This is an optimization exercise on Yosys and OpenROAD, whose aim is a short achievable clock period and few clock cycles per item, not a production implementation.
The RTL of this run was laid out without a check of its function.
Power and IR drop assume default switching activity.

<file path="flow/config.mk">
export PLATFORM = sky130hd
export DESIGN_NAME = Raptor64Div
export DESIGN_NICKNAME = Raptor64Div
export VERILOG_FILES = /design/flow/design.v
export SDC_FILE = /design/flow/constraint.sdc
export NUM_CORES = 4
export LEC_CHECK = 0
export CAP_MARGIN = 20
export CORE_MARGIN = 2
export CORE_UTILIZATION = 40
export SETUP_SLACK_MARGIN = 4.0
export SLEW_MARGIN = 20
</file>
<file path="flow/constraint.sdc">
create_clock -name core_clock -period 8.0 [get_ports {clk}]
set_input_delay 1.6000 -clock core_clock [delete_from_list [all_inputs] [get_ports {clk}]]
set_output_delay 1.6000 -clock core_clock [all_outputs]
set_load 0.01 [all_outputs]
</file>
<file path="flow/design.v">
module Raptor64Div(rst, clk, ld, sgn, isDivi, a, b, imm, qo, ro, dvByZr, done);
input clk;
input rst;
input ld;
input sgn;
input isDivi;
input [63:0] a;
input [63:0] b;
input [63:0] imm;
output [63:0] qo;
output [63:0] ro;
output done;
output dvByZr;
reg dvByZr;
localparam IDLE = 2'd0;
localparam NORM = 2'd1;
localparam ITER = 2'd2;
localparam DONE = 2'd3;
reg [1:0] state;
assign done = state==DONE;
wire [63:0] dsel = isDivi ? imm : b;
wire sa = sgn & a[63];
wire sd = sgn & dsel[63];
wire [63:0] a_neg = -a;
wire [63:0] d_neg = -dsel;
wire [63:0] a_abs = sa ? a_neg : a;
wire [63:0] d_abs = sd ? d_neg : dsel;
wire [63:0] ta = sa ? ~a : a;
wire [63:0] td = sd ? ~dsel : dsel;
wire pa = sa & (&(~ta[63:1] | ta[62:0]));
wire pd = sd & (&(~td[63:1] | td[62:0]));
wire [6:0] lzta, lztd;
Raptor64Div_lzc u_lza(.x(ta), .n(lzta));
Raptor64Div_lzc u_lzd(.x(td), .n(lztd));
wire [6:0] lza = lzta - {6'd0, pa};
wire [6:0] lzd = lztd - {6'd0, pd};
wire dz = dsel == 64'd0;
wire qk = lza > lzd;		 
reg [63:0] A, D;
reg [6:0] lzA, lzD;
reg so;
wire [6:0] nq = lzD - lzA + 7'd4;		 
wire [4:0] m = nq[6:2];					 
wire [3:0] sh4 = 4'd0 - m[3:0];			 
wire [127:0] ash = {64'd0, A} << {sh4, 2'b00};
wire [67:0] D1 = {4'd0, D};
wire [67:0] D2 = {3'd0, D, 1'b0};
wire [67:0] D4 = {2'd0, D, 2'b0};
wire [67:0] D8 = {1'd0, D, 3'b0};
wire [67:0] D16 = {D, 4'b0};
reg [67:0] M3, M5, M7, M9, M11, M13, M15;
reg [63:0] r;		 
reg [63:0] qs;		 
reg [63:0] Q, QM;	 
reg [4:0] cnt;
reg lst;			 
reg negl;			 
wire [67:0] rp = {r, qs[63:60]};
wire [67:0] M [0:15];
assign M[0] = 68'd0;
assign M[1] = D1;
assign M[2] = D2;
assign M[3] = M3;
assign M[4] = D4;
assign M[5] = M5;
assign M[6] = {M3[66:0], 1'b0};
assign M[7] = M7;
assign M[8] = D8;
assign M[9] = M9;
assign M[10] = {M5[66:0], 1'b0};
assign M[11] = M11;
assign M[12] = {M3[65:0], 2'b0};
assign M[13] = M13;
assign M[14] = {M7[66:0], 1'b0};
assign M[15] = M15;
wire [15:0] ge;
wire [63:0] cand [0:15];
assign ge[0] = 1'b1;
assign cand[0] = negl ? -rp[63:0] : rp[63:0];
genvar j;
generate
for (j = 1; j < 16; j = j + 1) begin : g_cmp
	wire [68:0] df = {1'b0, rp} - {1'b0, M[j]};
	wire [63:0] dn = M[j][63:0] - rp[63:0];
	assign ge[j] = ~df[68];
	assign cand[j] = negl ? dn : df[63:0];
end
endgenerate
wire [15:0] sel;
generate
for (j = 0; j < 15; j = j + 1) begin : g_sel
	assign sel[j] = ge[j] & ~ge[j+1];
end
endgenerate
assign sel[15] = ge[15];
wire [63:0] ao [0:16];
wire [3:0] dgo [0:16];
assign ao[0] = 64'd0;
assign dgo[0] = 4'd0;
generate
for (j = 0; j < 16; j = j + 1) begin : g_ao
	assign ao[j+1] = ao[j] | ({64{sel[j]}} & cand[j]);
	assign dgo[j+1] = dgo[j] | ({4{sel[j]}} & j);
end
endgenerate
wire [63:0] rn = ao[16];
wire [3:0] dg = dgo[16];
wire [63:0] Qn = {Q[59:0], dg};
wire [63:0] QMn = dg != 4'd0 ? {Q[59:0], dg - 4'd1} : {QM[59:0], 4'hF};
always @(posedge clk)
if (rst) begin
	state <= IDLE;
end
else begin
case(state)
IDLE:
	if (ld) begin
		A <= a_abs;
		D <= d_abs;
		lzA <= lza;
		lzD <= lzd;
		so <= sa ^ sd;
		dvByZr <= dz;
		if (dz) begin
			Q <= sa ? 64'd1 : {64{1'b1}};
			r <= a;
			state <= DONE;
		end
		else if (qk) begin
			Q <= 64'd0;
			r <= sd ? a_neg : a;
			state <= DONE;
		end
		else
			state <= NORM;
	end
NORM:
	begin
		r <= ash[127:64];
		qs <= ash[63:0];
		Q <= 64'd0;
		QM <= {64{1'b1}};
		cnt <= m;
		lst <= m == 5'd1;
		negl <= (m == 5'd1) & so;
		M3 <= D2 + D1;
		M5 <= D4 + D1;
		M7 <= D8 - D1;
		M9 <= D8 + D1;
		M11 <= D8 + D2 + D1;
		M13 <= D16 - D2 - D1;
		M15 <= D16 - D1;
		state <= ITER;
	end
ITER:
	begin
		r <= rn;
		qs <= {qs[59:0], 4'd0};
		Q <= Qn;
		QM <= QMn;
		cnt <= cnt - 5'd1;
		lst <= cnt == 5'd2;
		negl <= (cnt == 5'd2) & so;
		if (lst) begin
			Q <= so ? ~QMn : Qn;
			state <= DONE;
		end
	end
DONE:
	state <= IDLE;
endcase
end
assign qo = Q;
assign ro = r;
endmodule
module Raptor64Div_lzc(input [63:0] x, output [6:0] n);
wire [15:0] v1;
wire [31:0] c1;
genvar i;
generate
for (i = 0; i < 16; i = i + 1) begin : g_n
	wire [3:0] w = x[4*i+3:4*i];
	assign v1[i] = |w;
	assign c1[2*i+1:2*i] = w[3] ? 2'd0 : w[2] ? 2'd1 : w[1] ? 2'd2 : 2'd3;
end
endgenerate
wire [7:0] v2;
wire [23:0] c2;
generate
for (i = 0; i < 8; i = i + 1) begin : g_2
	assign v2[i] = v1[2*i+1] | v1[2*i];
	assign c2[3*i+2:3*i] = v1[2*i+1] ? {1'b0, c1[4*i+3:4*i+2]} : {1'b1, c1[4*i+1:4*i]};
end
endgenerate
wire [3:0] v3;
wire [15:0] c3;
generate
for (i = 0; i < 4; i = i + 1) begin : g_3
	assign v3[i] = v2[2*i+1] | v2[2*i];
	assign c3[4*i+3:4*i] = v2[2*i+1] ? {1'b0, c2[6*i+5:6*i+3]} : {1'b1, c2[6*i+2:6*i]};
end
endgenerate
wire [1:0] v4;
wire [9:0] c4;
generate
for (i = 0; i < 2; i = i + 1) begin : g_4
	assign v4[i] = v3[2*i+1] | v3[2*i];
	assign c4[5*i+4:5*i] = v3[2*i+1] ? {1'b0, c3[8*i+7:8*i+4]} : {1'b1, c3[8*i+3:8*i]};
end
endgenerate
assign n = v4[1] ? {2'b00, c4[9:5]} : v4[0] ? {2'b01, c4[4:0]} : 7'd64;
endmodule
</file>
<file path="flow/run.sh">
#!/bin/bash
# synth_recipe.tcl (not shown) runs the flow's synth.tcl, then flattens the netlist and writes it again
# the make line also repeats each setting of config.mk as NAME=value (left out here)
make -C /OpenROAD-flow-scripts/flow DESIGN_CONFIG=/design/flow/config.mk WORK_HOME=/design/flow/orfs CLKGATE_MAP_FILE= SYNTH_SCRIPT=/design/flow/synth_recipe.tcl finish
</file>
==> run notes <==
DP HPWL 1230000 um; Bufs on Longest Clock Path 4; std cell rows 249; Syn Inst Count 25400; gr ovfl total 11; Root Driver clkbuf_16; Exit stage global routing; Overall Global Routing Usage 0.680; clock buffer count from CTS 137; multiplexer area fraction after synthesis 0.0185; EDFF count, synth 864; main flop type after synthesis edfxtp_1; post-place instance area 202000 um^2; Synth Area in XOR/XNOR 0.0743; post-synthesis cell type count 106; FF+latch count, synth 866; dpl cells 31800; simple-gate area share of the yosys netlist 0.171; die height 684 um; largest net degree at the start of global routing 131; Yosys warnings 1; status stopped before the end; first-pass GRT wire length 2200000 um; H-tree levels 4; post-synthesis adder-cell area fraction 0.180; initial core utilization 0.402; IO Port Bufs 326; ys async rst share 0; sequential area share after synthesis 0.140; vias in the first global route 255000; synthesized-area fraction occupied by ao, oa, aoi and oai cells 0.363; num ports 327; clock sink total 866; largest family of logic cells by synthesized area compound AO/OA/AOI/OAI gates; Syn Area/Cell 7.28 um^2; Halt Reason [ERROR GRT-0116] Global routing finished with congestion. Check the congestion regions in the DRC Viewer.; die width 684 um; post-synth net total 28200; Final Wtd Congestion 1.28; cts hold-fix bufs 0; synthesized area 185000 um^2
==> cells by family after synthesis <==
kind of cell | Yosys count
AO/OA/AOI/OAI | 10600
flip-flops | 866
multiplexers | 321
XOR/XNOR | 1568
buffers and inverters | 2567
adder cells (fa/ha/maj) | 2572
AND/OR/NAND/NOR | 6866
==> worst max path at each step <==
| stage | start | to | slack, ns | cells past startpoint |
|---|---|---|---|---|
| 2_1_floorplan | rst | M11[10]$_DFFE_PP_ | -0.81 | 1 |
| 3_3_place_gp | sgn | Q[60]$_DFFE_PP_ | -0.68 | 28 |
| 3_5_place_dp | sgn | Q[8]$_DFFE_PP_ | -0.52 | 30 |
| 4_1_cts | isDivi | r[10]$_DFFE_PP_ | 1.86 | 34 |
==> power groups by stage <==
stage	registers, mW	clock network [mW]	logic, mW
floorplan	8.65	0	47.0
global placement	8.40	0	97.3
detailed placement	8.40	0	97.4
CTS	8.31	6.57	113
==> cells in the mapped netlist, types with 239 or more instances <==
library cell,instances,share of area
a211oi_1,551,0.022
a21oi_1,3423,0.093
nand3_1,453,0.012
xor2_1,467,0.022
ha_1,2430,0.16
o22ai_1,293,0.0099
inv_1,1183,0.024
nor3_1,436,0.012
nor2_1,1963,0.040
a21o_1,851,0.035
nand2_1,2323,0.047
edfxtp_1,864,0.14
o211ai_1,359,0.015
clkbuf_1,1166,0.024
nand4_1,464,0.016
a31oi_1,308,0.010
o21bai_1,562,0.023
o21ai_0,2171,0.059
o31ai_1,239,0.0097
xnor2_1,1101,0.052
==> per-layer routing <==
metal  GRT overflow  global-route usage
met5              0               0.192
met4              6               0.692
met3              1               0.482
met2              4               0.879
met1              0               0.678
==> metrics by stage <==
| step | TNS [ns] | setup slack [ns] |
|---|---|---|
| detailed placement | -57.20 | -0.522 |
| floorplan | -395.79 | -0.808 |
| CTS | 0 | 1.86 |
| global placement | -77.04 | -0.679 |
==> what timing repair did <==
item                       4_1_cts
gates resized for setup       4183
setup endpoints to repair      822
gates cloned                    38
buffers inserted              1107
pin swaps                      786
